This is an optimization exercise on Yosys and OpenROAD, whose aim is small area, not a production implementation. Function was checked by simulation only, so behaviour that the tests miss may differ from the original. No run shown here takes its clock network from TritonCTS; it comes from the design's own scripts or RTL. No driver is modelled on the clock port, so clock power and skew are understated where the tree is cut down; a real chip needs a root buffer or a tree. Power is estimated from default activity; no workload was simulated.

## config.mk

```make
export PLATFORM = sky130hd
export DESIGN_NAME = alu32_top
export DESIGN_NICKNAME = alu32_top
export VERILOG_FILES = /design/flow/design.v
export SDC_FILE = /design/flow/constraint.sdc
export NUM_CORES = 4
export LEC_CHECK = 0
export CAP_MARGIN = 20
export CORE_MARGIN = 2
export CORE_UTILIZATION = 40
export SLEW_MARGIN = 20
export SYNTH_HIERARCHICAL = 1
export SYNTH_MINIMUM_KEEP_SIZE = 0
```

## constraint.sdc

```tcl
create_clock -name core_clock -period 5.0 [get_ports {clk}]
set_input_delay 1.0000 -clock core_clock [delete_from_list [all_inputs] [get_ports {clk}]]
set_output_delay 1.0000 -clock core_clock [all_outputs]
set_load 0.01 [all_outputs]
```

## design.v

```verilog
`timescale 1ns / 1ps
module alu32_top(
    input  wire        clk,
    input  wire [31:0] a,
    input  wire [31:0] b,
    input  wire [2:0]  op_code,
    output reg  [32:0] result,
    output reg         zero_flag,
    output reg         control_flag
    );
    reg  [31:0] a_q, b_q;
    reg  [2:0]  op_q;
    wire [32:0] alu_result;
    wire        alu_zero, alu_control;
    always @(posedge clk) begin
        a_q  <= a;
        b_q  <= b;
        op_q <= op_code;
        result       <= alu_result;
        zero_flag    <= alu_zero;
        control_flag <= alu_control;
    end
    ALU_8_Bit #(.WIDTH(32)) u_alu (
        .A(a_q),
        .B(b_q),
        .op_code(op_q),
        .result(alu_result),
        .zero_flag(alu_zero),
        .control_flag(alu_control)
    );
endmodule

`timescale 1ns / 1ps
module ALU_8_Bit #(parameter WIDTH = 8) (A, B, op_code, result, zero_flag, control_flag);
    input  [WIDTH-1:0] A, B;
    input  [2:0] op_code;
    output zero_flag, control_flag;
    output [WIDTH:0] result;
    wire inv, ar, nar, kp, kg, nkp, nkg, op_add, op_sub, op_gt, op_eq, op_lt;
    alu_decode u_dec (.op(op_code), .inv(inv), .ar(ar), .nar(nar), .kp(kp), .kg(kg),
        .nkp(nkp), .nkg(nkg), .op_add(op_add), .op_sub(op_sub), .op_gt(op_gt),
        .op_eq(op_eq), .op_lt(op_lt));
    wire [31:0] bx;    
    wire [31:0] pp;    
    wire [31:0] gg;    
    wire [31:0] sx;    
    wire [31:0] lt;    
    wire [31:0] r;
    wire [32:0] cc;      
    assign cc[0] = inv;
    alu_xor2 u_bx0 (.a(B[0]), .b(inv), .y(bx[0]));
    alu_ha u_ha0 (.a(A[0]), .b(bx[0]), .s(pp[0]), .c(gg[0]));
    alu_a21oi u_c0 (.a1(pp[0]), .a2(cc[0]), .b1(gg[0]), .y(cc[1]));
    alu_xor2 u_bx1 (.a(B[1]), .b(inv), .y(bx[1]));
    alu_xnor2 u_np1 (.a(A[1]), .b(bx[1]), .y(pp[1]));
    alu_nand2 u_ng1 (.a(A[1]), .b(bx[1]), .y(gg[1]));
    alu_o21ai u_c1 (.a1(pp[1]), .a2(cc[1]), .b1(gg[1]), .y(cc[2]));
    alu_xor2 u_bx2 (.a(B[2]), .b(inv), .y(bx[2]));
    alu_ha u_ha2 (.a(A[2]), .b(bx[2]), .s(pp[2]), .c(gg[2]));
    alu_a21oi u_c2 (.a1(pp[2]), .a2(cc[2]), .b1(gg[2]), .y(cc[3]));
    alu_xor2 u_bx3 (.a(B[3]), .b(inv), .y(bx[3]));
    alu_xnor2 u_np3 (.a(A[3]), .b(bx[3]), .y(pp[3]));
    alu_nand2 u_ng3 (.a(A[3]), .b(bx[3]), .y(gg[3]));
    alu_o21ai u_c3 (.a1(pp[3]), .a2(cc[3]), .b1(gg[3]), .y(cc[4]));
    alu_xor2 u_bx4 (.a(B[4]), .b(inv), .y(bx[4]));
    alu_ha u_ha4 (.a(A[4]), .b(bx[4]), .s(pp[4]), .c(gg[4]));
    alu_xor2 u_bx5 (.a(B[5]), .b(inv), .y(bx[5]));
    alu_xnor2 u_np5 (.a(A[5]), .b(bx[5]), .y(pp[5]));
    alu_nand2 u_ng5 (.a(A[5]), .b(bx[5]), .y(gg[5]));
    alu_xor2 u_bx6 (.a(B[6]), .b(inv), .y(bx[6]));
    alu_ha u_ha6 (.a(A[6]), .b(bx[6]), .s(pp[6]), .c(gg[6]));
    alu_xor2 u_bx7 (.a(B[7]), .b(inv), .y(bx[7]));
    alu_xnor2 u_np7 (.a(A[7]), .b(bx[7]), .y(pp[7]));
    alu_nand2 u_ng7 (.a(A[7]), .b(bx[7]), .y(gg[7]));
    wire P4, G4, x4a, x4b, x4c, q4;
    alu_inv u_x4a (.a(gg[4]), .y(x4a));
    alu_o21ai u_x4b (.a1(pp[5]), .a2(x4a), .b1(gg[5]), .y(x4b));
    alu_a21oi u_x4c (.a1(pp[6]), .a2(x4b), .b1(gg[6]), .y(x4c));
    alu_o21ai u_G4 (.a1(pp[7]), .a2(x4c), .b1(gg[7]), .y(G4));
    alu_nand2 u_q4 (.a(pp[4]), .b(pp[6]), .y(q4));
    alu_nor3 u_P4 (.a(q4), .b(pp[5]), .c(pp[7]), .y(P4));
    alu_a21oi u_c4 (.a1(pp[4]), .a2(cc[4]), .b1(gg[4]), .y(cc[5]));
    alu_o21ai u_c5 (.a1(pp[5]), .a2(cc[5]), .b1(gg[5]), .y(cc[6]));
    alu_a21oi u_c6 (.a1(pp[6]), .a2(cc[6]), .b1(gg[6]), .y(cc[7]));
    alu_a21oi u_gc4 (.a1(P4), .a2(cc[4]), .b1(G4), .y(cc[8]));
    alu_xor2 u_bx8 (.a(B[8]), .b(inv), .y(bx[8]));
    alu_xnor2 u_np8 (.a(A[8]), .b(bx[8]), .y(pp[8]));
    alu_nand2 u_ng8 (.a(A[8]), .b(bx[8]), .y(gg[8]));
    alu_xor2 u_bx9 (.a(B[9]), .b(inv), .y(bx[9]));
    alu_ha u_ha9 (.a(A[9]), .b(bx[9]), .s(pp[9]), .c(gg[9]));
    alu_xor2 u_bx10 (.a(B[10]), .b(inv), .y(bx[10]));
    alu_xnor2 u_np10 (.a(A[10]), .b(bx[10]), .y(pp[10]));
    alu_nand2 u_ng10 (.a(A[10]), .b(bx[10]), .y(gg[10]));
    alu_xor2 u_bx11 (.a(B[11]), .b(inv), .y(bx[11]));
    alu_ha u_ha11 (.a(A[11]), .b(bx[11]), .s(pp[11]), .c(gg[11]));
    wire P8, G8, x8a, x8b, x8c, q8;
    alu_inv u_x8a (.a(gg[8]), .y(x8a));
    alu_a21oi u_x8b (.a1(pp[9]), .a2(x8a), .b1(gg[9]), .y(x8b));
    alu_o21ai u_x8c (.a1(pp[10]), .a2(x8b), .b1(gg[10]), .y(x8c));
    alu_a21oi u_G8 (.a1(pp[11]), .a2(x8c), .b1(gg[11]), .y(G8));
    alu_nor2 u_q8 (.a(pp[8]), .b(pp[10]), .y(q8));
    alu_nand3 u_P8 (.a(q8), .b(pp[9]), .c(pp[11]), .y(P8));
    alu_o21ai u_c8 (.a1(pp[8]), .a2(cc[8]), .b1(gg[8]), .y(cc[9]));
    alu_a21oi u_c9 (.a1(pp[9]), .a2(cc[9]), .b1(gg[9]), .y(cc[10]));
    alu_o21ai u_c10 (.a1(pp[10]), .a2(cc[10]), .b1(gg[10]), .y(cc[11]));
    alu_o21ai u_gc8 (.a1(P8), .a2(cc[8]), .b1(G8), .y(cc[12]));
    alu_xor2 u_bx12 (.a(B[12]), .b(inv), .y(bx[12]));
    alu_ha u_ha12 (.a(A[12]), .b(bx[12]), .s(pp[12]), .c(gg[12]));
    alu_xor2 u_bx13 (.a(B[13]), .b(inv), .y(bx[13]));
    alu_xnor2 u_np13 (.a(A[13]), .b(bx[13]), .y(pp[13]));
    alu_nand2 u_ng13 (.a(A[13]), .b(bx[13]), .y(gg[13]));
    alu_xor2 u_bx14 (.a(B[14]), .b(inv), .y(bx[14]));
    alu_ha u_ha14 (.a(A[14]), .b(bx[14]), .s(pp[14]), .c(gg[14]));
    alu_xor2 u_bx15 (.a(B[15]), .b(inv), .y(bx[15]));
    alu_xnor2 u_np15 (.a(A[15]), .b(bx[15]), .y(pp[15]));
    alu_nand2 u_ng15 (.a(A[15]), .b(bx[15]), .y(gg[15]));
    wire P12, G12, x12a, x12b, x12c, q12;
    alu_inv u_x12a (.a(gg[12]), .y(x12a));
    alu_o21ai u_x12b (.a1(pp[13]), .a2(x12a), .b1(gg[13]), .y(x12b));
    alu_a21oi u_x12c (.a1(pp[14]), .a2(x12b), .b1(gg[14]), .y(x12c));
    alu_o21ai u_G12 (.a1(pp[15]), .a2(x12c), .b1(gg[15]), .y(G12));
    alu_nand2 u_q12 (.a(pp[12]), .b(pp[14]), .y(q12));
    alu_nor3 u_P12 (.a(q12), .b(pp[13]), .c(pp[15]), .y(P12));
    alu_a21oi u_c12 (.a1(pp[12]), .a2(cc[12]), .b1(gg[12]), .y(cc[13]));
    alu_o21ai u_c13 (.a1(pp[13]), .a2(cc[13]), .b1(gg[13]), .y(cc[14]));
    alu_a21oi u_c14 (.a1(pp[14]), .a2(cc[14]), .b1(gg[14]), .y(cc[15]));
    alu_a21oi u_gc12 (.a1(P12), .a2(cc[12]), .b1(G12), .y(cc[16]));
    alu_xor2 u_bx16 (.a(B[16]), .b(inv), .y(bx[16]));
    alu_xnor2 u_np16 (.a(A[16]), .b(bx[16]), .y(pp[16]));
    alu_nand2 u_ng16 (.a(A[16]), .b(bx[16]), .y(gg[16]));
    alu_xor2 u_bx17 (.a(B[17]), .b(inv), .y(bx[17]));
    alu_ha u_ha17 (.a(A[17]), .b(bx[17]), .s(pp[17]), .c(gg[17]));
    alu_xor2 u_bx18 (.a(B[18]), .b(inv), .y(bx[18]));
    alu_xnor2 u_np18 (.a(A[18]), .b(bx[18]), .y(pp[18]));
    alu_nand2 u_ng18 (.a(A[18]), .b(bx[18]), .y(gg[18]));
    alu_xor2 u_bx19 (.a(B[19]), .b(inv), .y(bx[19]));
    alu_ha u_ha19 (.a(A[19]), .b(bx[19]), .s(pp[19]), .c(gg[19]));
    wire P16, G16, x16a, x16b, x16c, q16;
    alu_inv u_x16a (.a(gg[16]), .y(x16a));
    alu_a21oi u_x16b (.a1(pp[17]), .a2(x16a), .b1(gg[17]), .y(x16b));
    alu_o21ai u_x16c (.a1(pp[18]), .a2(x16b), .b1(gg[18]), .y(x16c));
    alu_a21oi u_G16 (.a1(pp[19]), .a2(x16c), .b1(gg[19]), .y(G16));
    alu_nor2 u_q16 (.a(pp[16]), .b(pp[18]), .y(q16));
    alu_nand3 u_P16 (.a(q16), .b(pp[17]), .c(pp[19]), .y(P16));
    alu_o21ai u_c16 (.a1(pp[16]), .a2(cc[16]), .b1(gg[16]), .y(cc[17]));
    alu_a21oi u_c17 (.a1(pp[17]), .a2(cc[17]), .b1(gg[17]), .y(cc[18]));
    alu_o21ai u_c18 (.a1(pp[18]), .a2(cc[18]), .b1(gg[18]), .y(cc[19]));
    alu_o21ai u_gc16 (.a1(P16), .a2(cc[16]), .b1(G16), .y(cc[20]));
    alu_xor2 u_bx20 (.a(B[20]), .b(inv), .y(bx[20]));
    alu_ha u_ha20 (.a(A[20]), .b(bx[20]), .s(pp[20]), .c(gg[20]));
    alu_xor2 u_bx21 (.a(B[21]), .b(inv), .y(bx[21]));
    alu_xnor2 u_np21 (.a(A[21]), .b(bx[21]), .y(pp[21]));
    alu_nand2 u_ng21 (.a(A[21]), .b(bx[21]), .y(gg[21]));
    alu_xor2 u_bx22 (.a(B[22]), .b(inv), .y(bx[22]));
    alu_ha u_ha22 (.a(A[22]), .b(bx[22]), .s(pp[22]), .c(gg[22]));
    alu_xor2 u_bx23 (.a(B[23]), .b(inv), .y(bx[23]));
    alu_xnor2 u_np23 (.a(A[23]), .b(bx[23]), .y(pp[23]));
    alu_nand2 u_ng23 (.a(A[23]), .b(bx[23]), .y(gg[23]));
    wire P20, G20, x20a, x20b, x20c, q20;
    alu_inv u_x20a (.a(gg[20]), .y(x20a));
    alu_o21ai u_x20b (.a1(pp[21]), .a2(x20a), .b1(gg[21]), .y(x20b));
    alu_a21oi u_x20c (.a1(pp[22]), .a2(x20b), .b1(gg[22]), .y(x20c));
    alu_o21ai u_G20 (.a1(pp[23]), .a2(x20c), .b1(gg[23]), .y(G20));
    alu_nand2 u_q20 (.a(pp[20]), .b(pp[22]), .y(q20));
    alu_nor3 u_P20 (.a(q20), .b(pp[21]), .c(pp[23]), .y(P20));
    alu_a21oi u_c20 (.a1(pp[20]), .a2(cc[20]), .b1(gg[20]), .y(cc[21]));
    alu_o21ai u_c21 (.a1(pp[21]), .a2(cc[21]), .b1(gg[21]), .y(cc[22]));
    alu_a21oi u_c22 (.a1(pp[22]), .a2(cc[22]), .b1(gg[22]), .y(cc[23]));
    alu_a21oi u_gc20 (.a1(P20), .a2(cc[20]), .b1(G20), .y(cc[24]));
    alu_xor2 u_bx24 (.a(B[24]), .b(inv), .y(bx[24]));
    alu_xnor2 u_np24 (.a(A[24]), .b(bx[24]), .y(pp[24]));
    alu_nand2 u_ng24 (.a(A[24]), .b(bx[24]), .y(gg[24]));
    alu_xor2 u_bx25 (.a(B[25]), .b(inv), .y(bx[25]));
    alu_ha u_ha25 (.a(A[25]), .b(bx[25]), .s(pp[25]), .c(gg[25]));
    alu_xor2 u_bx26 (.a(B[26]), .b(inv), .y(bx[26]));
    alu_xnor2 u_np26 (.a(A[26]), .b(bx[26]), .y(pp[26]));
    alu_nand2 u_ng26 (.a(A[26]), .b(bx[26]), .y(gg[26]));
    alu_xor2 u_bx27 (.a(B[27]), .b(inv), .y(bx[27]));
    alu_ha u_ha27 (.a(A[27]), .b(bx[27]), .s(pp[27]), .c(gg[27]));
    wire P24, G24, x24a, x24b, x24c, q24;
    alu_inv u_x24a (.a(gg[24]), .y(x24a));
    alu_a21oi u_x24b (.a1(pp[25]), .a2(x24a), .b1(gg[25]), .y(x24b));
    alu_o21ai u_x24c (.a1(pp[26]), .a2(x24b), .b1(gg[26]), .y(x24c));
    alu_a21oi u_G24 (.a1(pp[27]), .a2(x24c), .b1(gg[27]), .y(G24));
    alu_nor2 u_q24 (.a(pp[24]), .b(pp[26]), .y(q24));
    alu_nand3 u_P24 (.a(q24), .b(pp[25]), .c(pp[27]), .y(P24));
    alu_o21ai u_c24 (.a1(pp[24]), .a2(cc[24]), .b1(gg[24]), .y(cc[25]));
    alu_a21oi u_c25 (.a1(pp[25]), .a2(cc[25]), .b1(gg[25]), .y(cc[26]));
    alu_o21ai u_c26 (.a1(pp[26]), .a2(cc[26]), .b1(gg[26]), .y(cc[27]));
    alu_o21ai u_gc24 (.a1(P24), .a2(cc[24]), .b1(G24), .y(cc[28]));
    alu_xor2 u_bx28 (.a(B[28]), .b(inv), .y(bx[28]));
    alu_ha u_ha28 (.a(A[28]), .b(bx[28]), .s(pp[28]), .c(gg[28]));
    alu_xor2 u_bx29 (.a(B[29]), .b(inv), .y(bx[29]));
    alu_xnor2 u_np29 (.a(A[29]), .b(bx[29]), .y(pp[29]));
    alu_nand2 u_ng29 (.a(A[29]), .b(bx[29]), .y(gg[29]));
    alu_xor2 u_bx30 (.a(B[30]), .b(inv), .y(bx[30]));
    alu_ha u_ha30 (.a(A[30]), .b(bx[30]), .s(pp[30]), .c(gg[30]));
    alu_xor2 u_bx31 (.a(B[31]), .b(inv), .y(bx[31]));
    alu_xnor2 u_np31 (.a(A[31]), .b(bx[31]), .y(pp[31]));
    alu_nand2 u_ng31 (.a(A[31]), .b(bx[31]), .y(gg[31]));
    wire P28, G28, x28a, x28b, x28c, q28;
    alu_inv u_x28a (.a(gg[28]), .y(x28a));
    alu_o21ai u_x28b (.a1(pp[29]), .a2(x28a), .b1(gg[29]), .y(x28b));
    alu_a21oi u_x28c (.a1(pp[30]), .a2(x28b), .b1(gg[30]), .y(x28c));
    alu_o21ai u_G28 (.a1(pp[31]), .a2(x28c), .b1(gg[31]), .y(G28));
    alu_nand2 u_q28 (.a(pp[28]), .b(pp[30]), .y(q28));
    alu_nor3 u_P28 (.a(q28), .b(pp[29]), .c(pp[31]), .y(P28));
    alu_a21oi u_c28 (.a1(pp[28]), .a2(cc[28]), .b1(gg[28]), .y(cc[29]));
    alu_o21ai u_c29 (.a1(pp[29]), .a2(cc[29]), .b1(gg[29]), .y(cc[30]));
    alu_a21oi u_c30 (.a1(pp[30]), .a2(cc[30]), .b1(gg[30]), .y(cc[31]));
    alu_a21oi u_gc28 (.a1(P28), .a2(cc[28]), .b1(G28), .y(cc[32]));
    alu_xnor2 u_s0 (.a(pp[0]), .b(cc[0]), .y(sx[0]));
    alu_a22oi u_l0 (.a1(pp[0]), .a2(kp), .b1(gg[0]), .b2(kg), .y(lt[0]));
    alu_xor2 u_s1 (.a(pp[1]), .b(cc[1]), .y(sx[1]));
    alu_o22ai u_l1 (.a1(pp[1]), .a2(nkp), .b1(gg[1]), .b2(nkg), .y(lt[1]));
    alu_xnor2 u_s2 (.a(pp[2]), .b(cc[2]), .y(sx[2]));
    alu_a22oi u_l2 (.a1(pp[2]), .a2(kp), .b1(gg[2]), .b2(kg), .y(lt[2]));
    alu_xor2 u_s3 (.a(pp[3]), .b(cc[3]), .y(sx[3]));
    alu_o22ai u_l3 (.a1(pp[3]), .a2(nkp), .b1(gg[3]), .b2(nkg), .y(lt[3]));
    alu_xnor2 u_s4 (.a(pp[4]), .b(cc[4]), .y(sx[4]));
    alu_a22oi u_l4 (.a1(pp[4]), .a2(kp), .b1(gg[4]), .b2(kg), .y(lt[4]));
    alu_xor2 u_s5 (.a(pp[5]), .b(cc[5]), .y(sx[5]));
    alu_o22ai u_l5 (.a1(pp[5]), .a2(nkp), .b1(gg[5]), .b2(nkg), .y(lt[5]));
    alu_xnor2 u_s6 (.a(pp[6]), .b(cc[6]), .y(sx[6]));
    alu_a22oi u_l6 (.a1(pp[6]), .a2(kp), .b1(gg[6]), .b2(kg), .y(lt[6]));
    alu_xor2 u_s7 (.a(pp[7]), .b(cc[7]), .y(sx[7]));
    alu_o22ai u_l7 (.a1(pp[7]), .a2(nkp), .b1(gg[7]), .b2(nkg), .y(lt[7]));
    alu_xor2 u_s8 (.a(pp[8]), .b(cc[8]), .y(sx[8]));
    alu_o22ai u_l8 (.a1(pp[8]), .a2(nkp), .b1(gg[8]), .b2(nkg), .y(lt[8]));
    alu_xnor2 u_s9 (.a(pp[9]), .b(cc[9]), .y(sx[9]));
    alu_a22oi u_l9 (.a1(pp[9]), .a2(kp), .b1(gg[9]), .b2(kg), .y(lt[9]));
    alu_xor2 u_s10 (.a(pp[10]), .b(cc[10]), .y(sx[10]));
    alu_o22ai u_l10 (.a1(pp[10]), .a2(nkp), .b1(gg[10]), .b2(nkg), .y(lt[10]));
    alu_xnor2 u_s11 (.a(pp[11]), .b(cc[11]), .y(sx[11]));
    alu_a22oi u_l11 (.a1(pp[11]), .a2(kp), .b1(gg[11]), .b2(kg), .y(lt[11]));
    alu_xnor2 u_s12 (.a(pp[12]), .b(cc[12]), .y(sx[12]));
    alu_a22oi u_l12 (.a1(pp[12]), .a2(kp), .b1(gg[12]), .b2(kg), .y(lt[12]));
    alu_xor2 u_s13 (.a(pp[13]), .b(cc[13]), .y(sx[13]));
    alu_o22ai u_l13 (.a1(pp[13]), .a2(nkp), .b1(gg[13]), .b2(nkg), .y(lt[13]));
    alu_xnor2 u_s14 (.a(pp[14]), .b(cc[14]), .y(sx[14]));
    alu_a22oi u_l14 (.a1(pp[14]), .a2(kp), .b1(gg[14]), .b2(kg), .y(lt[14]));
    alu_xor2 u_s15 (.a(pp[15]), .b(cc[15]), .y(sx[15]));
    alu_o22ai u_l15 (.a1(pp[15]), .a2(nkp), .b1(gg[15]), .b2(nkg), .y(lt[15]));
    alu_xor2 u_s16 (.a(pp[16]), .b(cc[16]), .y(sx[16]));
    alu_o22ai u_l16 (.a1(pp[16]), .a2(nkp), .b1(gg[16]), .b2(nkg), .y(lt[16]));
    alu_xnor2 u_s17 (.a(pp[17]), .b(cc[17]), .y(sx[17]));
    alu_a22oi u_l17 (.a1(pp[17]), .a2(kp), .b1(gg[17]), .b2(kg), .y(lt[17]));
    alu_xor2 u_s18 (.a(pp[18]), .b(cc[18]), .y(sx[18]));
    alu_o22ai u_l18 (.a1(pp[18]), .a2(nkp), .b1(gg[18]), .b2(nkg), .y(lt[18]));
    alu_xnor2 u_s19 (.a(pp[19]), .b(cc[19]), .y(sx[19]));
    alu_a22oi u_l19 (.a1(pp[19]), .a2(kp), .b1(gg[19]), .b2(kg), .y(lt[19]));
    alu_xnor2 u_s20 (.a(pp[20]), .b(cc[20]), .y(sx[20]));
    alu_a22oi u_l20 (.a1(pp[20]), .a2(kp), .b1(gg[20]), .b2(kg), .y(lt[20]));
    alu_xor2 u_s21 (.a(pp[21]), .b(cc[21]), .y(sx[21]));
    alu_o22ai u_l21 (.a1(pp[21]), .a2(nkp), .b1(gg[21]), .b2(nkg), .y(lt[21]));
    alu_xnor2 u_s22 (.a(pp[22]), .b(cc[22]), .y(sx[22]));
    alu_a22oi u_l22 (.a1(pp[22]), .a2(kp), .b1(gg[22]), .b2(kg), .y(lt[22]));
    alu_xor2 u_s23 (.a(pp[23]), .b(cc[23]), .y(sx[23]));
    alu_o22ai u_l23 (.a1(pp[23]), .a2(nkp), .b1(gg[23]), .b2(nkg), .y(lt[23]));
    alu_xor2 u_s24 (.a(pp[24]), .b(cc[24]), .y(sx[24]));
    alu_o22ai u_l24 (.a1(pp[24]), .a2(nkp), .b1(gg[24]), .b2(nkg), .y(lt[24]));
    alu_xnor2 u_s25 (.a(pp[25]), .b(cc[25]), .y(sx[25]));
    alu_a22oi u_l25 (.a1(pp[25]), .a2(kp), .b1(gg[25]), .b2(kg), .y(lt[25]));
    alu_xor2 u_s26 (.a(pp[26]), .b(cc[26]), .y(sx[26]));
    alu_o22ai u_l26 (.a1(pp[26]), .a2(nkp), .b1(gg[26]), .b2(nkg), .y(lt[26]));
    alu_xnor2 u_s27 (.a(pp[27]), .b(cc[27]), .y(sx[27]));
    alu_a22oi u_l27 (.a1(pp[27]), .a2(kp), .b1(gg[27]), .b2(kg), .y(lt[27]));
    alu_xnor2 u_s28 (.a(pp[28]), .b(cc[28]), .y(sx[28]));
    alu_a22oi u_l28 (.a1(pp[28]), .a2(kp), .b1(gg[28]), .b2(kg), .y(lt[28]));
    alu_xor2 u_s29 (.a(pp[29]), .b(cc[29]), .y(sx[29]));
    alu_o22ai u_l29 (.a1(pp[29]), .a2(nkp), .b1(gg[29]), .b2(nkg), .y(lt[29]));
    alu_xnor2 u_s30 (.a(pp[30]), .b(cc[30]), .y(sx[30]));
    alu_a22oi u_l30 (.a1(pp[30]), .a2(kp), .b1(gg[30]), .b2(kg), .y(lt[30]));
    alu_xor2 u_s31 (.a(pp[31]), .b(cc[31]), .y(sx[31]));
    alu_o22ai u_l31 (.a1(pp[31]), .a2(nkp), .b1(gg[31]), .b2(nkg), .y(lt[31]));
    wire eq, hi, cmp, ncmp;
    alu_and #(.N(11), .INV(11'b10100101010)) u_eq (.a({pp[3], pp[2], pp[1], pp[0], P28, P24, P20, P16, P12, P8, P4}), .y(eq));
    alu_flags #(.CINV(1)) u_fl (.ci(cc[32]), .eq(eq), .op_add(op_add), .op_sub(op_sub), .op_gt(op_gt),
        .op_eq(op_eq), .op_lt(op_lt), .hi(hi), .cmp(cmp), .ncmp(ncmp));
    alu_o211ai u_r0 (.a1(sx[0]), .a2(nar), .b1(lt[0]), .c1(ncmp), .y(r[0]));
    alu_a21o u_r1 (.a1(sx[1]), .a2(ar), .b1(lt[1]), .y(r[1]));
    alu_o21ai u_r2 (.a1(sx[2]), .a2(nar), .b1(lt[2]), .y(r[2]));
    alu_a21o u_r3 (.a1(sx[3]), .a2(ar), .b1(lt[3]), .y(r[3]));
    alu_o21ai u_r4 (.a1(sx[4]), .a2(nar), .b1(lt[4]), .y(r[4]));
    alu_a21o u_r5 (.a1(sx[5]), .a2(ar), .b1(lt[5]), .y(r[5]));
    alu_o21ai u_r6 (.a1(sx[6]), .a2(nar), .b1(lt[6]), .y(r[6]));
    alu_a21o u_r7 (.a1(sx[7]), .a2(ar), .b1(lt[7]), .y(r[7]));
    alu_a21o u_r8 (.a1(sx[8]), .a2(ar), .b1(lt[8]), .y(r[8]));
    alu_o21ai u_r9 (.a1(sx[9]), .a2(nar), .b1(lt[9]), .y(r[9]));
    alu_a21o u_r10 (.a1(sx[10]), .a2(ar), .b1(lt[10]), .y(r[10]));
    alu_o21ai u_r11 (.a1(sx[11]), .a2(nar), .b1(lt[11]), .y(r[11]));
    alu_o21ai u_r12 (.a1(sx[12]), .a2(nar), .b1(lt[12]), .y(r[12]));
    alu_a21o u_r13 (.a1(sx[13]), .a2(ar), .b1(lt[13]), .y(r[13]));
    alu_o21ai u_r14 (.a1(sx[14]), .a2(nar), .b1(lt[14]), .y(r[14]));
    alu_a21o u_r15 (.a1(sx[15]), .a2(ar), .b1(lt[15]), .y(r[15]));
    alu_a21o u_r16 (.a1(sx[16]), .a2(ar), .b1(lt[16]), .y(r[16]));
    alu_o21ai u_r17 (.a1(sx[17]), .a2(nar), .b1(lt[17]), .y(r[17]));
    alu_a21o u_r18 (.a1(sx[18]), .a2(ar), .b1(lt[18]), .y(r[18]));
    alu_o21ai u_r19 (.a1(sx[19]), .a2(nar), .b1(lt[19]), .y(r[19]));
    alu_o21ai u_r20 (.a1(sx[20]), .a2(nar), .b1(lt[20]), .y(r[20]));
    alu_a21o u_r21 (.a1(sx[21]), .a2(ar), .b1(lt[21]), .y(r[21]));
    alu_o21ai u_r22 (.a1(sx[22]), .a2(nar), .b1(lt[22]), .y(r[22]));
    alu_a21o u_r23 (.a1(sx[23]), .a2(ar), .b1(lt[23]), .y(r[23]));
    alu_a21o u_r24 (.a1(sx[24]), .a2(ar), .b1(lt[24]), .y(r[24]));
    alu_o21ai u_r25 (.a1(sx[25]), .a2(nar), .b1(lt[25]), .y(r[25]));
    alu_a21o u_r26 (.a1(sx[26]), .a2(ar), .b1(lt[26]), .y(r[26]));
    alu_o21ai u_r27 (.a1(sx[27]), .a2(nar), .b1(lt[27]), .y(r[27]));
    alu_o21ai u_r28 (.a1(sx[28]), .a2(nar), .b1(lt[28]), .y(r[28]));
    alu_a21o u_r29 (.a1(sx[29]), .a2(ar), .b1(lt[29]), .y(r[29]));
    alu_o21ai u_r30 (.a1(sx[30]), .a2(nar), .b1(lt[30]), .y(r[30]));
    alu_a21o u_r31 (.a1(sx[31]), .a2(ar), .b1(lt[31]), .y(r[31]));
    assign result = {hi, r};
    assign control_flag = hi;
    wire ze;
    alu_nor #(.N(11)) u_zlo (.a(r[11:1]), .y(ze));
    wire zp0;
    alu_nor2 u_zp0 (.a(r[12]), .b(r[13]), .y(zp0));
    wire zp1;
    alu_nor2 u_zp1 (.a(r[14]), .b(r[15]), .y(zp1));
    wire zp2;
    alu_nor2 u_zp2 (.a(r[16]), .b(r[17]), .y(zp2));
    wire zp3;
    alu_nor2 u_zp3 (.a(r[18]), .b(r[19]), .y(zp3));
    wire zp4;
    alu_nor2 u_zp4 (.a(r[20]), .b(r[21]), .y(zp4));
    wire zp5;
    alu_nor2 u_zp5 (.a(r[22]), .b(r[23]), .y(zp5));
    wire zp6;
    alu_nor2 u_zp6 (.a(r[24]), .b(r[25]), .y(zp6));
    wire zp7;
    alu_nor2 u_zp7 (.a(r[26]), .b(r[27]), .y(zp7));
    wire zp8;
    alu_nor2 u_zp8 (.a(r[28]), .b(r[29]), .y(zp8));
    wire zp9;
    alu_nor2 u_zp9 (.a(r[30]), .b(r[31]), .y(zp9));
    wire zp10;
    alu_nor2 u_zp10 (.a(hi), .b(r[0]), .y(zp10));
    wire zn0;
    alu_nand #(.N(4)) u_zn0 (.a({ze, zp0, zp1, zp2}), .y(zn0));
    wire zn1;
    alu_nand #(.N(4)) u_zn1 (.a({zp3, zp4, zp5, zp6}), .y(zn1));
    wire zn2;
    alu_nand #(.N(4)) u_zn2 (.a({zp7, zp8, zp9, zp10}), .y(zn2));
    alu_nor #(.N(3)) u_z (.a({zn0, zn1, zn2}), .y(zero_flag));
endmodule
module alu_xor2 (input a, input b, output y);
    assign y = a ^ b;
endmodule
module alu_xnor2 (input a, input b, output y);
    assign y = ~(a ^ b);
endmodule
module alu_ha (input a, input b, output s, output c);
    assign s = a ^ b;
    assign c = a & b;
endmodule
module alu_nand2 (input a, input b, output y);
    assign y = ~(a & b);
endmodule
module alu_nor2 (input a, input b, output y);
    assign y = ~(a | b);
endmodule
module alu_nor3 (input a, input b, input c, output y);
    assign y = ~(a | b | c);
endmodule
module alu_nand3 (input a, input b, input c, output y);
    assign y = ~(a & b & c);
endmodule
module alu_inv (input a, output y);
    assign y = ~a;
endmodule
module alu_a21oi (input a1, input a2, input b1, output y);
    assign y = ~((a1 & a2) | b1);
endmodule
module alu_o21ai (input a1, input a2, input b1, output y);
    assign y = ~((a1 | a2) & b1);
endmodule
module alu_a21o (input a1, input a2, input b1, output y);
    assign y = (a1 & a2) | b1;
endmodule
module alu_a22oi (input a1, input a2, input b1, input b2, output y);
    assign y = ~((a1 & a2) | (b1 & b2));
endmodule
module alu_o22ai (input a1, input a2, input b1, input b2, output y);
    assign y = ~((a1 | a2) & (b1 | b2));
endmodule
module alu_o211ai (input a1, input a2, input b1, input c1, output y);
    assign y = ~((a1 | a2) & b1 & c1);
endmodule
module alu_a211o (input a1, input a2, input b1, input c1, output y);
    assign y = (a1 & a2) | b1 | c1;
endmodule
module alu_and #(parameter N = 8, parameter [N-1:0] INV = 0) (input [N-1:0] a, output y);
    assign y = &(a ^ INV);
endmodule
module alu_nor #(parameter N = 8) (input [N-1:0] a, output y);
    assign y = ~|a;
endmodule
module alu_nand #(parameter N = 4) (input [N-1:0] a, output y);
    assign y = ~&a;
endmodule
module alu_decode (input [2:0] op, output inv, output ar, output nar, output kp, output kg,
                   output nkp, output nkg, output op_add, output op_sub, output op_gt,
                   output op_eq, output op_lt);
    assign op_add = (op == 3'b000);
    assign op_sub = (op == 3'b001);
    assign op_gt  = (op == 3'b010);
    assign op_eq  = (op == 3'b011);
    assign op_lt  = (op == 3'b100);
    assign inv = op_sub | op_gt | op_eq | op_lt;
    assign ar  = op_add | op_sub;
    assign nar = ~ar;
    assign kp  = (op == 3'b110) | (op == 3'b111);
    assign kg  = (op == 3'b101) | (op == 3'b110);
    assign nkp = ~kp;
    assign nkg = ~kg;
endmodule
module alu_flags #(parameter CINV = 0) (input ci, input eq, input op_add, input op_sub, input op_gt, input op_eq,
                  input op_lt, output hi, output cmp, output ncmp);
    wire co = ci ^ CINV;
    assign hi = (op_add & co) | (op_sub & ~co);
    assign cmp = (op_gt & co & ~eq) | (op_eq & eq) | (op_lt & ~co);
    assign ncmp = ~cmp;
endmodule
```

## flow/run.sh

```bash
#!/bin/bash
# Standard ORFS layout with these changes: the port buffers use the smallest buffer cell;
# every combinational cell is put at its smallest drive strength after floorplanning (the
# repair steps then size up only what timing needs); after clock tree synthesis its tree is
# replaced by three clkbuf_16 cells fed straight from the clock port (flow/mycts.tcl); power
# recovery downsizes non-critical cells after global routing.
set -euo pipefail
W=$(pwd)
bash standard.sh BUFFER_PORTS_ARGS="-buffer_cell sky130_fd_sc_hd__buf_1" \
  POST_FLOORPLAN_TCL="$W/flow/downsize.tcl" POST_CTS_TCL="$W/flow/mycts.tcl" \
  CTS_ARGS="-sink_clustering_enable -repair_clock_nets -dont_use_dummy_load" \
  RECOVER_POWER=100 finish > make_finish.log 2>&1
```

## flow/downsize.tcl

```tcl
# POST_FLOORPLAN hook: put every combinational cell at the smallest drive strength of its
# family; the later repair steps size up what timing needs.
set n 0
foreach inst [[ord::get_db_block] getInsts] {
  set m [$inst getMaster]
  set name [$m getName]
  if {![regexp {^(sky130_fd_sc_hd__[a-z0-9]+)_([0-9]+)$} $name -> base sz]} { continue }
  if {[string match {*df*} $base] || [string match {*clk*} $base] || [string match {*tap*} $base]
      || [string match {*conb*} $base] || [string match {*dl*} $base]} { continue }
  set best ""
  set best_a 1e9
  foreach lc [get_lib_cells ${base}_*] {
    set ln [get_name $lc]
    if {![regexp "^${base}_\[0-9\]+\$" $ln]} { continue }
    if {[get_property $lc dont_use]} { continue }
    set a [get_property $lc area]
    if {$a < $best_a} { set best_a $a; set best $ln }
  }
  if {$best ne "" && $best ne $name} {
    $inst swapMaster [[ord::get_db] findMaster $best]
    incr n
  }
}
puts "downsize: replaced $n cells"
```

## flow/mycts.tcl

```tcl
if {![info exists ::env(MYCTS_NB)]} { set NB 3 } else { set NB $::env(MYCTS_NB) }
set block [ord::get_db_block]
set clknet [$block findNet clk]

# walk the clock network from the port: flip-flop clock pins are the sinks, every other cell
# on it is a clock buffer or inverter that clock_tree_synthesis inserted
set sinks {}
set kill_insts {}
set kill_nets {}
set todo [list $clknet]
while {[llength $todo]} {
  set net [lindex $todo 0]
  set todo [lrange $todo 1 end]
  foreach it [$net getITerms] {
    if {[$it isOutputSignal]} { continue }
    set inst [$it getInst]
    set mname [[$inst getMaster] getName]
    if {[string match {*df*} $mname]} {
      lappend sinks $it
    } else {
      lappend kill_insts $inst
      foreach ot [$inst getITerms] {
        if {[$ot isOutputSignal] && [$ot getNet] ne "NULL"} {
          lappend kill_nets [$ot getNet]
          lappend todo [$ot getNet]
        }
      }
    }
  }
}
puts "mycts: [llength $sinks] clock sinks, removing [llength $kill_insts] clock tree cells"
foreach it $sinks { $it disconnect }
foreach inst $kill_insts { odb::dbInst_destroy $inst }
foreach net $kill_nets { odb::dbNet_destroy $net }

set master [[ord::get_db] findMaster sky130_fd_sc_hd__clkbuf_16]
# group the flip-flops by k-means on their locations, starting from vertical strips
set pts {}
foreach it $sinks {
  set loc [[$it getInst] getLocation]
  lappend pts [list [lindex $loc 0] [lindex $loc 1] $it]
}
set pts [lsort -integer -index 0 $pts]
set n [llength $pts]
set cx {}
set cy {}
for {set k 0} {$k < $NB} {incr k} {
  set p [lindex $pts [expr {(2 * $k + 1) * $n / (2 * $NB)}]]
  lappend cx [lindex $p 0]
  lappend cy [lindex $p 1]
}
for {set iter 0} {$iter < 30} {incr iter} {
  set asg {}
  foreach p $pts {
    set best 0
    set bd 1e30
    for {set k 0} {$k < $NB} {incr k} {
      set d [expr {abs([lindex $p 0] - [lindex $cx $k]) + abs([lindex $p 1] - [lindex $cy $k])}]
      if {$d < $bd} { set bd $d; set best $k }
    }
    lappend asg $best
  }
  set sx [lrepeat $NB 0]; set sy [lrepeat $NB 0]; set cnt [lrepeat $NB 0]
  foreach p $pts a $asg {
    lset sx $a [expr {[lindex $sx $a] + [lindex $p 0]}]
    lset sy $a [expr {[lindex $sy $a] + [lindex $p 1]}]
    lset cnt $a [expr {[lindex $cnt $a] + 1}]
  }
  for {set k 0} {$k < $NB} {incr k} {
    if {[lindex $cnt $k] > 0} {
      lset cx $k [expr {[lindex $sx $k] / [lindex $cnt $k]}]
      lset cy $k [expr {[lindex $sy $k] / [lindex $cnt $k]}]
    }
  }
}
for {set k 0} {$k < $NB} {incr k} {
  set net [odb::dbNet_create $block "clknet_leaf_$k"]
  $net setSigType CLOCK
  set buf [odb::dbInst_create $block $master "clkbuf_leaf_$k"]
  set m 0
  foreach p $pts a $asg {
    if {$a == $k} { [lindex $p 2] connect $net; incr m }
  }
  [$buf findITerm A] connect $clknet
  [$buf findITerm X] connect $net
  $buf setLocation [lindex $cx $k] [lindex $cy $k]
  $buf setPlacementStatus PLACED
  puts "mycts: leaf $k drives $m flip-flops"
}
detailed_placement
check_placement -verbose
estimate_parasitics -placement
report_clock_skew
```

## standard.sh

```bash
#!/bin/bash
# synth_recipe.tcl (not shown) runs the flow's synth.tcl, then flattens the netlist and writes it again
# the make line also repeats each setting of config.mk as NAME=value (left out here)
make -C /OpenROAD-flow-scripts/flow DESIGN_CONFIG=/design/flow/config.mk WORK_HOME=/design/flow/orfs CLKGATE_MAP_FILE= SYNTH_SCRIPT=/design/flow/synth_recipe.tcl "${@:-finish}"
```

==> impl_metrics.yaml, run 1 <==
placed_design:
  dpl.hpwl_um: 6650
  gp_congestion: 0.832
  port_buffers: 102
  place_ws_ns: -0.0207
final_layout:
  n_antenna_cell: 0
  syn_to_final_growth_pct: 10.5
  fin_nets: 589
  drive_above_1_share_pct: 2.39
  layout_common_cells: "dfxtp_1 (102), buf_1 (102), xor2_1 (49)"
yosys:
  netlist_area_mm2: 0.00425
  synthCells: 394
  synth_warnings: 7
  syn_avg_cell_area_um2: 10.8
  syn-num-nets: 478
setup_path:
  cpMaxStageDelayCell: "dfxtp_1"
  path_cells: "nor3_2 -> nor2_4 -> buf_6 -> xor2_1 -> ha_1 -> nand2_1 -> nor3_1 -> a21oi_2 -> o21ai_1 -> a21oi_2 -> o21ai_1 -> a21oi_2 -> o21ai_2 -> a21oi_1 -> o21ai_0 -> a21oi_1 -> xor2_1 -> a21o_1 -> nor2_1 -> nand4_1 -> nor3_1"
  cp_num_buf_inv: 1
  slowest_delay_ns: 0.49
  cp_common_cell: "a21oi_2"
  crit_type: "reg2reg"
  required_ns: 5.10
  endpoint_kind: "flop"
  startpoint_type: "flop"
  worstPathArrival_ns: 4.61
  critPathMaxFanout: 31
  cp_top_family: "compound AO/OA/AOI/OAI gates"
cts:
  cts.clk_slew.worst_paths_ns: 0.12
  clk_latency_ns: 0.18
  cts.sinks: 102
sta:
  hold_slack_ns: 0.667
  slew_headroom_pct: 29.8
  fin_ws_ns: 0.493
  tightest_slew_ns: 1.05
  setup_viol: 0
  rsz0062_at_grt: "false"
  final.period_utilization_pct: 90.1
  hold_viol: 0
  report.final.slew_viol_count: 0
  finClkSkew_ns: 0.0300
  max_freq_mhz: 222
  period_minus_slack_ns: 4.51
routing:
  wl_met2_um: 4180
  antenna_left: 0
  post_drt_wl_per_cell_um: 14.1
  drc: 0
  drt_iter0_drc: 135
  num_vias: 3171
  viasPerCell: 4.96
  dr.max_layer_used: "met4"
  drt_pass1_iterations: 4
  wl_um: 9020
  wl_met3_um: 453
  drt-met1-wl_um: 4230
global_routing:
  track_usage_pct: 15.7
  grt_max_degree: 40
  overflow: 0
  grt_pass1_wl_um: 14400
  grt_pass1_vias: 3023
  antenna_found_initial: 0
floorplan:
  die_x_um: 107
  die_area_mm2: 0.0115
  core_area_mm2: 0.0103
  num_rows: 37
  io_pins: 103
  start_util_pct: 41.2
  die_h_um: 107
power_and_ir_drop:
  pwr-share-comb_pct: 29.6
  switching_share_pct: 30.1
  power.share.clock_pct: 17.2
  p_int_mw: 1.22
  pwr-share-seq_pct: 53.2
  switching_power_uw: 524
  power_density_mw_per_mm2: 370
  irDropWorstVdd_v: 0.000316
  p_leak_nw: 1.87
  power_mw: 1.74
min_path:
  hp-class: "reg2reg"
run_status:
  status: "no timing/DRC/antenna violations"
flow_run:
  drv_cap: 0
state kept, by name, indices dropped and copies added, names as in the netlist:
register	count
zero_flag	1
op_q	3
control_flag	1
result	33
a_q	32
b_q	32
worst paths after layout:
| check | slack (ns) | to | start | depth (start not counted) |
|---|---|---|---|---|
| worst max register to register | 0.49 | zero_flag | op_q[2] | 21 |
| worst max-delay path | 0.49 | zero_flag | op_q[2] | 21 |
| worst min-delay path | 0.67 | result[31] | a_q[31] | 3 |
| worst min register to register | 0.67 | result[31] | a_q[31] | 3 |
power by group through the flow:
stage | clock network, mW | registers [mW] | logic, mW
after floorplan | 0 | 0.966 | 0.408
after global placement | 0 | 0.944 | 0.500
after detailed placement | 0 | 0.945 | 0.505
after global routing | 0.336 | 0.935 | 0.570
final | 0.299 | 0.926 | 0.514
layout make-up:
| class | count | area, um^2 |
|---|---|---|
| well taps | 136 | 170 |
| fillers | 1007 | 5620 |
| multi-input cells | 281 | 1960 |
| inverters | 9 | 33.8 |
| plain buffers | 3 | 75.1 |
| repair buffers | 108 | 420 |
| flip-flops and latches | 102 | 2040 |
per-stage QoR:
stage / setup TNS, ns / cell area (um^2) / cells / utilization [%]
6_report: 0 / 4700 / 639 / 45.5
5_1_grt: 0 / 4700 / 639 / 45.5
3_3_place_gp: 0 / 4610 / 636 / 44.7
2_1_floorplan: 0 / 4260 / 394 / -
3_5_place_dp: -0.0207 / 4610 / 636 / 44.7
routing by layer:
layer  GRT usage, %  vias to the layer above
met1           21.1                     1458
met3           2.31                        8
met5              0                        -
met4           5.94                        0
li1               -                     1608
met2           25.5                       97
tightest hold or removal path, cell delays in order, from the launching register on:
cell	delay [ns]
dfxtp_1	0.33
nand2_1	0.08
o22ai_1	0.07
a21o_1	0.17
==> run 2: changes to the inputs <==
--- a/flow/run.sh
+++ b/flow/run.sh
@@ -2,7 +2,7 @@
 # Standard ORFS layout with these changes: the port buffers use the smallest buffer cell;
 # every combinational cell is put at its smallest drive strength after floorplanning (the
 # repair steps then size up only what timing needs); after clock tree synthesis its tree is
-# replaced by three clkbuf_16 cells fed straight from the clock port (flow/mycts.tcl); power
+# replaced by four clkbuf_16 cells fed straight from the clock port (flow/mycts.tcl); power
 # recovery downsizes non-critical cells after global routing.
 set -euo pipefail
 W=$(pwd)
==> flow/mycts.tcl (replaced) <==
if {![info exists ::env(MYCTS_NB)]} { set NB 4 } else { set NB $::env(MYCTS_NB) }
set block [ord::get_db_block]
set clknet [$block findNet clk]

# walk the clock network from the port: flip-flop clock pins are the sinks, every other cell
# on it is a clock buffer or inverter that clock_tree_synthesis inserted
set sinks {}
set kill_insts {}
set kill_nets {}
set todo [list $clknet]
while {[llength $todo]} {
  set net [lindex $todo 0]
  set todo [lrange $todo 1 end]
  foreach it [$net getITerms] {
    if {[$it isOutputSignal]} { continue }
    set inst [$it getInst]
    set mname [[$inst getMaster] getName]
    if {[string match {*df*} $mname]} {
      lappend sinks $it
    } else {
      lappend kill_insts $inst
      foreach ot [$inst getITerms] {
        if {[$ot isOutputSignal] && [$ot getNet] ne "NULL"} {
          lappend kill_nets [$ot getNet]
          lappend todo [$ot getNet]
        }
      }
    }
  }
}
puts "mycts: [llength $sinks] clock sinks, removing [llength $kill_insts] clock tree cells"
foreach it $sinks { $it disconnect }
foreach inst $kill_insts { odb::dbInst_destroy $inst }
foreach net $kill_nets { odb::dbNet_destroy $net }

set master [[ord::get_db] findMaster sky130_fd_sc_hd__clkbuf_16]
set order {}
foreach it $sinks {
  lappend order [list [lindex [[$it getInst] getLocation] 0] $it]
}
set order [lsort -integer -index 0 $order]
set n [llength $order]
for {set k 0} {$k < $NB} {incr k} {
  set lo [expr {$k * $n / $NB}]
  set hi [expr {($k + 1) * $n / $NB - 1}]
  set net [odb::dbNet_create $block "clknet_leaf_$k"]
  $net setSigType CLOCK
  set buf [odb::dbInst_create $block $master "clkbuf_leaf_$k"]
  set sx 0
  set sy 0
  set m 0
  foreach s [lrange $order $lo $hi] {
    set it [lindex $s 1]
    $it connect $net
    set loc [[$it getInst] getLocation]
    set sx [expr {$sx + [lindex $loc 0]}]
    set sy [expr {$sy + [lindex $loc 1]}]
    incr m
  }
  [$buf findITerm A] connect $clknet
  [$buf findITerm X] connect $net
  $buf setLocation [expr {$sx / $m}] [expr {$sy / $m}]
  $buf setPlacementStatus PLACED
  puts "mycts: leaf $k drives $m flip-flops"
}
detailed_placement
check_placement -verbose
estimate_parasitics -placement
report_clock_skew
==> impl_metrics.yaml, run 2 <==
run_status:
  status: "no timing/DRC/antenna violations"
sta:
  finClkSkew_ns: 0.0176
  hold_slack_ns: 0.677
  slew_headroom_pct: 28.5
  setup_viol: 0
  tightest_slew_ns: 1.07
  max_freq_mhz: 220
  rsz0062_at_grt: "false"
  final.period_utilization_pct: 90.8
  report.final.slew_viol_count: 0
  period_minus_slack_ns: 4.54
  hold_viol: 0
  tns_ns: 0
  fin_ws_ns: 0.460
setup_path:
  cp_common_cell: "a21oi_2"
  cp_num_buf_inv: 1
  path_cells: "nor3_2 -> nor2_4 -> buf_6 -> xor2_1 -> ha_1 -> nand2_1 -> nor3_1 -> a21oi_2 -> o21ai_1 -> a21oi_2 -> o21ai_1 -> a21oi_2 -> o21ai_2 -> a21oi_1 -> o21ai_0 -> a21oi_1 -> xor2_1 -> a21o_1 -> nor2_1 -> nand4_1 -> nor3_1"
  ff2ff_path_depth: 21
  crit_type: "reg2reg"
  endpoint_kind: "flop"
  reg2reg_from: "op_q[2]"
  cp_top_family: "compound AO/OA/AOI/OAI gates"
  r2r_slack_ns: 0.46
  required_ns: 5.07
  slowest_delay_ns: 0.49
  cpMaxStageDelayCell: "dfxtp_1"
  critPathMaxFanout: 31
  worstPathArrival_ns: 4.61
  startpoint_type: "flop"
  worstReg2RegEnd: "zero_flag"
min_path:
  hp-class: "reg2reg"
  holdPathStages: 3
  hp-start: "a_q[15]"
  hold_end: "result[15]"
yosys:
  syn_avg_cell_area_um2: 10.8
  synth_warnings: 7
  synthCells: 394
  netlist_area_mm2: 0.00425
  syn-num-nets: 478
final_layout:
  fin_area_mm2: 0.00472
  largest_register_ffs: 33
  n_antenna_cell: 0
  regMostFlops: "result"
  syn_to_final_growth_pct: 11.1
  top_regs: "result: 33 flops, a_q: 32 flops, b_q: 32 flops"
  fin_cells: 640
  layout_common_cells: "dfxtp_1 (102), buf_1 (102), xor2_1 (49)"
  drive_above_1_share_pct: 2.58
  fin_nets: 590
floorplan:
  die_h_um: 107
  die_area_mm2: 0.0115
  start_util_pct: 41.2
  num_rows: 37
  die_x_um: 107
  core_area_mm2: 0.0103
  io_pins: 103
cts:
  cts.clk_slew.worst_paths_ns: 0.10
  clk_latency_ns: 0.16
  cts.sinks: 102
routing:
  wl_um: 9060
  drt_pass1_iterations: 4
  viasPerCell: 4.97
  drt_iter0_drc: 125
  drc: 0
  antenna_left: 0
  num_vias: 3178
  dr.max_layer_used: "met4"
  drt-met1-wl_um: 4120
  wl_met3_um: 527
  wl_met2_um: 4250
  post_drt_wl_per_cell_um: 14.2
global_routing:
  overflow: 0
  grt_max_degree: 32
  track_usage_pct: 15.6
  grt_pass1_vias: 3050
  antenna_found_initial: 0
  grt_pass1_wl_um: 14400
placed_design:
  placed_cell_area_mm2: 0.00461
  place_ws_ns: -0.0207
  dpl.hpwl_um: 6650
  gp_congestion: 0.832
  port_buffers: 102
  dp.cells: 636
power_and_ir_drop:
  power_density_mw_per_mm2: 376
  irDropWorstVdd_v: 0.000407
  p_leak_nw: 1.88
flow_run:
  drv_cap: 0
-- run 2: power by group --
group / internal (mW) / switching, mW
clock: 0.147 / 0.190
sequential: 0.894 / 0.0319
combinational: 0.210 / 0.304
-- run 2: cell type report --
class	instances	area (um^2)
Buffer	4	100
Fill cell	999	5600
Inverter	9	33.8
Multi-Input combinational cell	281	1960
Sequential cell	102	2040
Tap cell	136	170
Timing Repair Buffer	108	420
-- run 2: worst max path at each step --
stage / from / end / slack, ns / depth (start not counted)
after floorplan: op_q[1] / zero_flag / 0.11 / 23
after global placement: op_q[2] / zero_flag / 0.19 / 22
after detailed placement: op_q[2] / zero_flag / -0.02 / 22
after global routing: op_q[2] / zero_flag / 0.07 / 22
final: op_q[2] / zero_flag / 0.46 / 21
-- run 2: layer usage --
layer | vias up | GRT usage, %
met3 | 12 | 2.55
met5 | - | 0
met1 | 1435 | 20.8
met2 | 123 | 26.0
li1 | 1608 | -
met4 | 0 | 4.55
-- run 2: per-stage QoR --
| stage | total power, mW | util (%) |
|---|---|---|
| after floorplan | 1.37 | - |
| after global placement | 1.44 | 44.7 |
| after detailed placement | 1.45 | 44.7 |
| after global routing | 1.88 | 45.8 |
| final | 1.78 | 45.8 |
-- run 2: worst reg2reg max path: cells and delay by family, from the launching register on --
| family | cells | cell delay (ns) |
|---|---|---|
| adders and majority gates | 1 | 0.38 |
| AOI/OAI and AO/OA | 10 | 1.80 |
| xor gates and xnor gates | 2 | 0.32 |
| DFF | 1 | 0.49 |
| buffers and inverters | 1 | 0.35 |
| and+or+nand+nor | 7 | 1.11 |
==> run 3: changes to the inputs <==
--- a/flow/run.sh
+++ b/flow/run.sh
@@ -2,8 +2,9 @@
 # Standard ORFS layout with these changes: the port buffers use the smallest buffer cell;
 # every combinational cell is put at its smallest drive strength after floorplanning (the
 # repair steps then size up only what timing needs); after clock tree synthesis its tree is
-# replaced by four clkbuf_16 cells fed straight from the clock port (flow/mycts.tcl); power
-# recovery downsizes non-critical cells after global routing.
+# replaced by a smaller two-level one (flow/mycts.tcl: the clock port drives one inv_8, which
+# drives two clkinv_16, each clocking half the flip-flops); power recovery downsizes
+# non-critical cells after global routing.
 set -euo pipefail
 W=$(pwd)
 bash standard.sh BUFFER_PORTS_ARGS="-buffer_cell sky130_fd_sc_hd__buf_1" \
--- a/flow/mycts.tcl
+++ b/flow/mycts.tcl
@@ -1,4 +1,14 @@
-if {![info exists ::env(MYCTS_NB)]} { set NB 4 } else { set NB $::env(MYCTS_NB) }
+# POST_CTS hook: replace the clock tree that clock_tree_synthesis built with a smaller one.
+# The clock port drives one ROOT inverter, which drives NB LEAF inverters; each leaf drives
+# the clock pins of one cluster of flip-flops (balanced k-means on their locations) and sits at
+# the cluster's centre. Every flip-flop's clock goes through the same two inversions. With ROOT
+# empty, the port drives the leaves (buffers then) directly.
+set NB 2
+set LEAF sky130_fd_sc_hd__clkinv_16
+set ROOT sky130_fd_sc_hd__inv_8
+if {[info exists ::env(MYCTS_NB)]} { set NB $::env(MYCTS_NB) }
+if {[info exists ::env(MYCTS_LEAF)]} { set LEAF $::env(MYCTS_LEAF) }
+if {[info exists ::env(MYCTS_ROOT)]} { set ROOT $::env(MYCTS_ROOT) }
 set block [ord::get_db_block]
 set clknet [$block findNet clk]
 
@@ -33,35 +43,84 @@
 foreach inst $kill_insts { odb::dbInst_destroy $inst }
 foreach net $kill_nets { odb::dbNet_destroy $net }
 
-set master [[ord::get_db] findMaster sky130_fd_sc_hd__clkbuf_16]
-set order {}
+set master [[ord::get_db] findMaster $LEAF]
+# with a root cell (an inverter), the port drives it and it drives the leaves (inverters too)
+set leafin $clknet
+if {$ROOT ne ""} {
+  set leafin [odb::dbNet_create $block "clknet_root"]
+  $leafin setSigType CLOCK
+  set rbuf [odb::dbInst_create $block [[ord::get_db] findMaster $ROOT] "clkbuf_root"]
+}
+# group the flip-flops by k-means on their locations, starting from vertical strips
+set pts {}
 foreach it $sinks {
-  lappend order [list [lindex [[$it getInst] getLocation] 0] $it]
+  set loc [[$it getInst] getLocation]
+  lappend pts [list [lindex $loc 0] [lindex $loc 1] $it]
 }
-set order [lsort -integer -index 0 $order]
-set n [llength $order]
+set pts [lsort -integer -index 0 $pts]
+set n [llength $pts]
+set cx {}
+set cy {}
 for {set k 0} {$k < $NB} {incr k} {
-  set lo [expr {$k * $n / $NB}]
-  set hi [expr {($k + 1) * $n / $NB - 1}]
+  set p [lindex $pts [expr {(2 * $k + 1) * $n / (2 * $NB)}]]
+  lappend cx [lindex $p 0]
+  lappend cy [lindex $p 1]
+}
+# balanced k-means: each cluster takes at most ceil(n / NB) flip-flops
+set cap [expr {($n + $NB - 1) / $NB}]
+for {set iter 0} {$iter < 20} {incr iter} {
+  set pairs {}
+  set i 0
+  foreach p $pts {
+    for {set k 0} {$k < $NB} {incr k} {
+      set d [expr {abs([lindex $p 0] - [lindex $cx $k]) + abs([lindex $p 1] - [lindex $cy $k])}]
+      lappend pairs [list $d $i $k]
+    }
+    incr i
+  }
+  set pairs [lsort -real -index 0 $pairs]
+  set asg [lrepeat $n -1]
+  set cnt [lrepeat $NB 0]
+  foreach pr $pairs {
+    lassign $pr d i k
+    if {[lindex $asg $i] >= 0 || [lindex $cnt $k] >= $cap} { continue }
+    lset asg $i $k
+    lset cnt $k [expr {[lindex $cnt $k] + 1}]
+  }
+  set sx [lrepeat $NB 0]; set sy [lrepeat $NB 0]
+  foreach p $pts a $asg {
+    lset sx $a [expr {[lindex $sx $a] + [lindex $p 0]}]
+    lset sy $a [expr {[lindex $sy $a] + [lindex $p 1]}]
+  }
+  for {set k 0} {$k < $NB} {incr k} {
+    if {[lindex $cnt $k] > 0} {
+      lset cx $k [expr {[lindex $sx $k] / [lindex $cnt $k]}]
+      lset cy $k [expr {[lindex $sy $k] / [lindex $cnt $k]}]
+    }
+  }
+}
+for {set k 0} {$k < $NB} {incr k} {
   set net [odb::dbNet_create $block "clknet_leaf_$k"]
   $net setSigType CLOCK
   set buf [odb::dbInst_create $block $master "clkbuf_leaf_$k"]
-  set sx 0
-  set sy 0
   set m 0
-  foreach s [lrange $order $lo $hi] {
-    set it [lindex $s 1]
-    $it connect $net
-    set loc [[$it getInst] getLocation]
-    set sx [expr {$sx + [lindex $loc 0]}]
-    set sy [expr {$sy + [lindex $loc 1]}]
-    incr m
+  foreach p $pts a $asg {
+    if {$a == $k} { [lindex $p 2] connect $net; incr m }
   }
-  [$buf findITerm A] connect $clknet
-  [$buf findITerm X] connect $net
-  $buf setLocation [expr {$sx / $m}] [expr {$sy / $m}]
+  [$buf findITerm A] connect $leafin
+  foreach ot [$buf getITerms] { if {[$ot isOutputSignal]} { $ot connect $net } }
+  $buf setLocation [lindex $cx $k] [lindex $cy $k]
   $buf setPlacementStatus PLACED
   puts "mycts: leaf $k drives $m flip-flops"
+}
+if {$ROOT ne ""} {
+  [$rbuf findITerm A] connect $clknet
+  foreach ot [$rbuf getITerms] { if {[$ot isOutputSignal]} { $ot connect $leafin } }
+  set rx 0
+  set ry 0
+  foreach x $cx y $cy { set rx [expr {$rx + $x}]; set ry [expr {$ry + $y}] }
+  $rbuf setLocation [expr {$rx / $NB}] [expr {$ry / $NB}]
+  $rbuf setPlacementStatus PLACED
 }
 detailed_placement
 check_placement -verbose
==> impl_metrics.yaml, run 3 <==
placed_design:
  placed_cell_area_mm2: 0.00461
  dpl.hpwl_um: 6650
  gp_congestion: 0.832
  port_buffers: 102
  place_ws_ns: -0.0207
  dp.cells: 636
sta:
  tightest_slew_ns: 1.06
  rsz0062_at_grt: "false"
  setup_viol: 0
  hold_viol: 0
  slew_headroom_pct: 29.2
  report.final.slew_viol_count: 0
  hold_slack_ns: 0.679
  tns_ns: 0
  period_minus_slack_ns: 4.56
  max_freq_mhz: 219
  fin_ws_ns: 0.435
  finClkSkew_ns: 0.0105
  final.period_utilization_pct: 91.3
floorplan:
  io_pins: 103
  die_area_mm2: 0.0115
  start_util_pct: 41.2
  die_h_um: 107
  core_area_mm2: 0.0103
  die_x_um: 107
  num_rows: 37
final_layout:
  top_regs: "result: 33 flops, a_q: 32 flops, b_q: 32 flops"
  fin_area_mm2: 0.00470
  fin_nets: 589
  layout_common_cells: "dfxtp_1 (102), buf_1 (102), xor2_1 (49)"
  utilization_pct: 45.5
  syn_to_final_growth_pct: 10.4
  drive_above_1_share_pct: 2.39
  fin_cells: 639
  n_antenna_cell: 0
  fillers: 1006
  multi_input_area_mm2: 0.00196
  seq_area_mm2: 0.00204
  largest_register_ffs: 33
  regMostFlops: "result"
cts:
  clk_latency_ns: 0.16
  cts.sinks: 102
  cts.clk_slew.worst_paths_ns: 0.10
yosys:
  netlist_area_mm2: 0.00425
  synthCells: 394
  syn_avg_cell_area_um2: 10.8
  synth_warnings: 7
  syn-num-nets: 478
setup_path:
  slowest_delay_ns: 0.50
  critPathMaxFanout: 31
  crit_type: "reg2reg"
  cp_num_buf_inv: 1
  startpoint_type: "flop"
  cp_common_cell: "a21oi_2"
  required_ns: 5.07
  cp_top_family: "compound AO/OA/AOI/OAI gates"
  path_cells: "nor3_2 -> nor2_4 -> buf_6 -> xor2_1 -> ha_1 -> nand2_1 -> nor3_1 -> a21oi_2 -> o21ai_1 -> a21oi_2 -> o21ai_1 -> a21oi_2 -> o21ai_2 -> a21oi_1 -> o21ai_0 -> a21oi_1 -> xor2_1 -> a21o_1 -> nor2_1 -> nand4_1 -> nor3_1"
  worstPathArrival_ns: 4.64
  endpoint_kind: "flop"
  cpMaxStageDelayCell: "dfxtp_1"
flow_run:
  drv_cap: 0
routing:
  post_drt_wl_per_cell_um: 14.1
  drt_iter0_drc: 133
  viasPerCell: 4.96
  num_vias: 3167
  antenna_left: 0
  wl_um: 9000
  drc: 0
  drt_pass1_iterations: 4
power_and_ir_drop:
  p_leak_nw: 1.86
  power_mw: 1.73
  power_density_mw_per_mm2: 368
  irDropWorstVdd_v: 0.000288
global_routing:
  grt_max_degree: 52
  grt_pass1_vias: 3027
  antenna_found_initial: 0
  grt_pass1_wl_um: 14300
  track_usage_pct: 15.3
  overflow: 0
min_path:
  hp-class: "reg2reg"
run_status:
  status: "no timing/DRC/antenna violations"
run 3: routing by layer:
metal / part of all wire [%] / vias up / global-route usage (%)
met4: 1.6 / 0 / 4.45
li1: - / 1601 / -
met5: 0 / - / 0
met1: 47 / 1446 / 21.0
met2: 46 / 111 / 25.2
met3: 5.6 / 9 / 2.19
run 3: path summary, 6_finish.rpt:
kind	start	end	slack, ns	cells past startpoint
worst max-delay path	op_q[2]	zero_flag	0.44	21
worst min-delay path	a_q[15]	result[15]	0.68	3
worst max register to register	op_q[2]	zero_flag	0.44	21
worst min register to register	a_q[15]	result[15]	0.68	3
run 3: worst register-to-register path, stage by stage, from the launching register on:
cell     delay [ns]
dfxtp_1        0.50
nor3_2         0.13
nor2_4         0.18
buf_6          0.36
xor2_1         0.14
ha_1           0.39
nand2_1        0.07
nor3_1         0.36
a21oi_2        0.14
o21ai_1        0.22
a21oi_2        0.11
o21ai_1        0.23
a21oi_2        0.11
o21ai_2        0.25
a21oi_1        0.13
o21ai_0        0.28
a21oi_1        0.13
xor2_1         0.18
a21o_1         0.21
nor2_1         0.10
nand4_1        0.08
nor3_1         0.20
run 3: layout make-up:
type / count / area share, %
Inverter: 12 / 2.24
Multi-Input combinational cell: 281 / 41.7
Sequential cell: 102 / 43.5
Tap cell: 136 / 3.62
Timing Repair Buffer: 108 / 8.95
run 3: where the power goes:
part	leakage (nW)	internal [mW]	switching (mW)
Clock	0.0289	0.0414	0.244
Sequential	0.857	0.895	0.0318
Combinational	0.971	0.210	0.304
Total	1.86	1.15	0.581

## afterwards: timing with drivers on the ports
No port has a modelled driver above. Below, the same layouts with a new extraction and two added sets of constraints.
Step 1 sets driving cells, clkbuf_16 on the clock port and buf_2 on the other inputs (assumed; they add their load-dependent delay and slew).
Step 2 moves the port delays by t, midway between the first and last clock arrival at a register: inputs arrive t later, outputs are due t later. That takes back most of the time a late clock gives input paths.
Slacks: ideal ports / drivers / drivers and shift; pairs: ideal ports / drivers.
run | t, ns | setup slack, ns | worst hold slack (ns)
run 1 | 0.236 | 0.493 / 0.493 / 0.493 | 0.667 / 0.667 / 0.667
run 2 | 0.223 | 0.460 / 0.460 / 0.460 | 0.677 / 0.677 / 0.677
run 3 | 0.203 | 0.435 / 0.435 / 0.435 | 0.679 / 0.679 / 0.679
After both steps setup and hold are still met in every run listed.
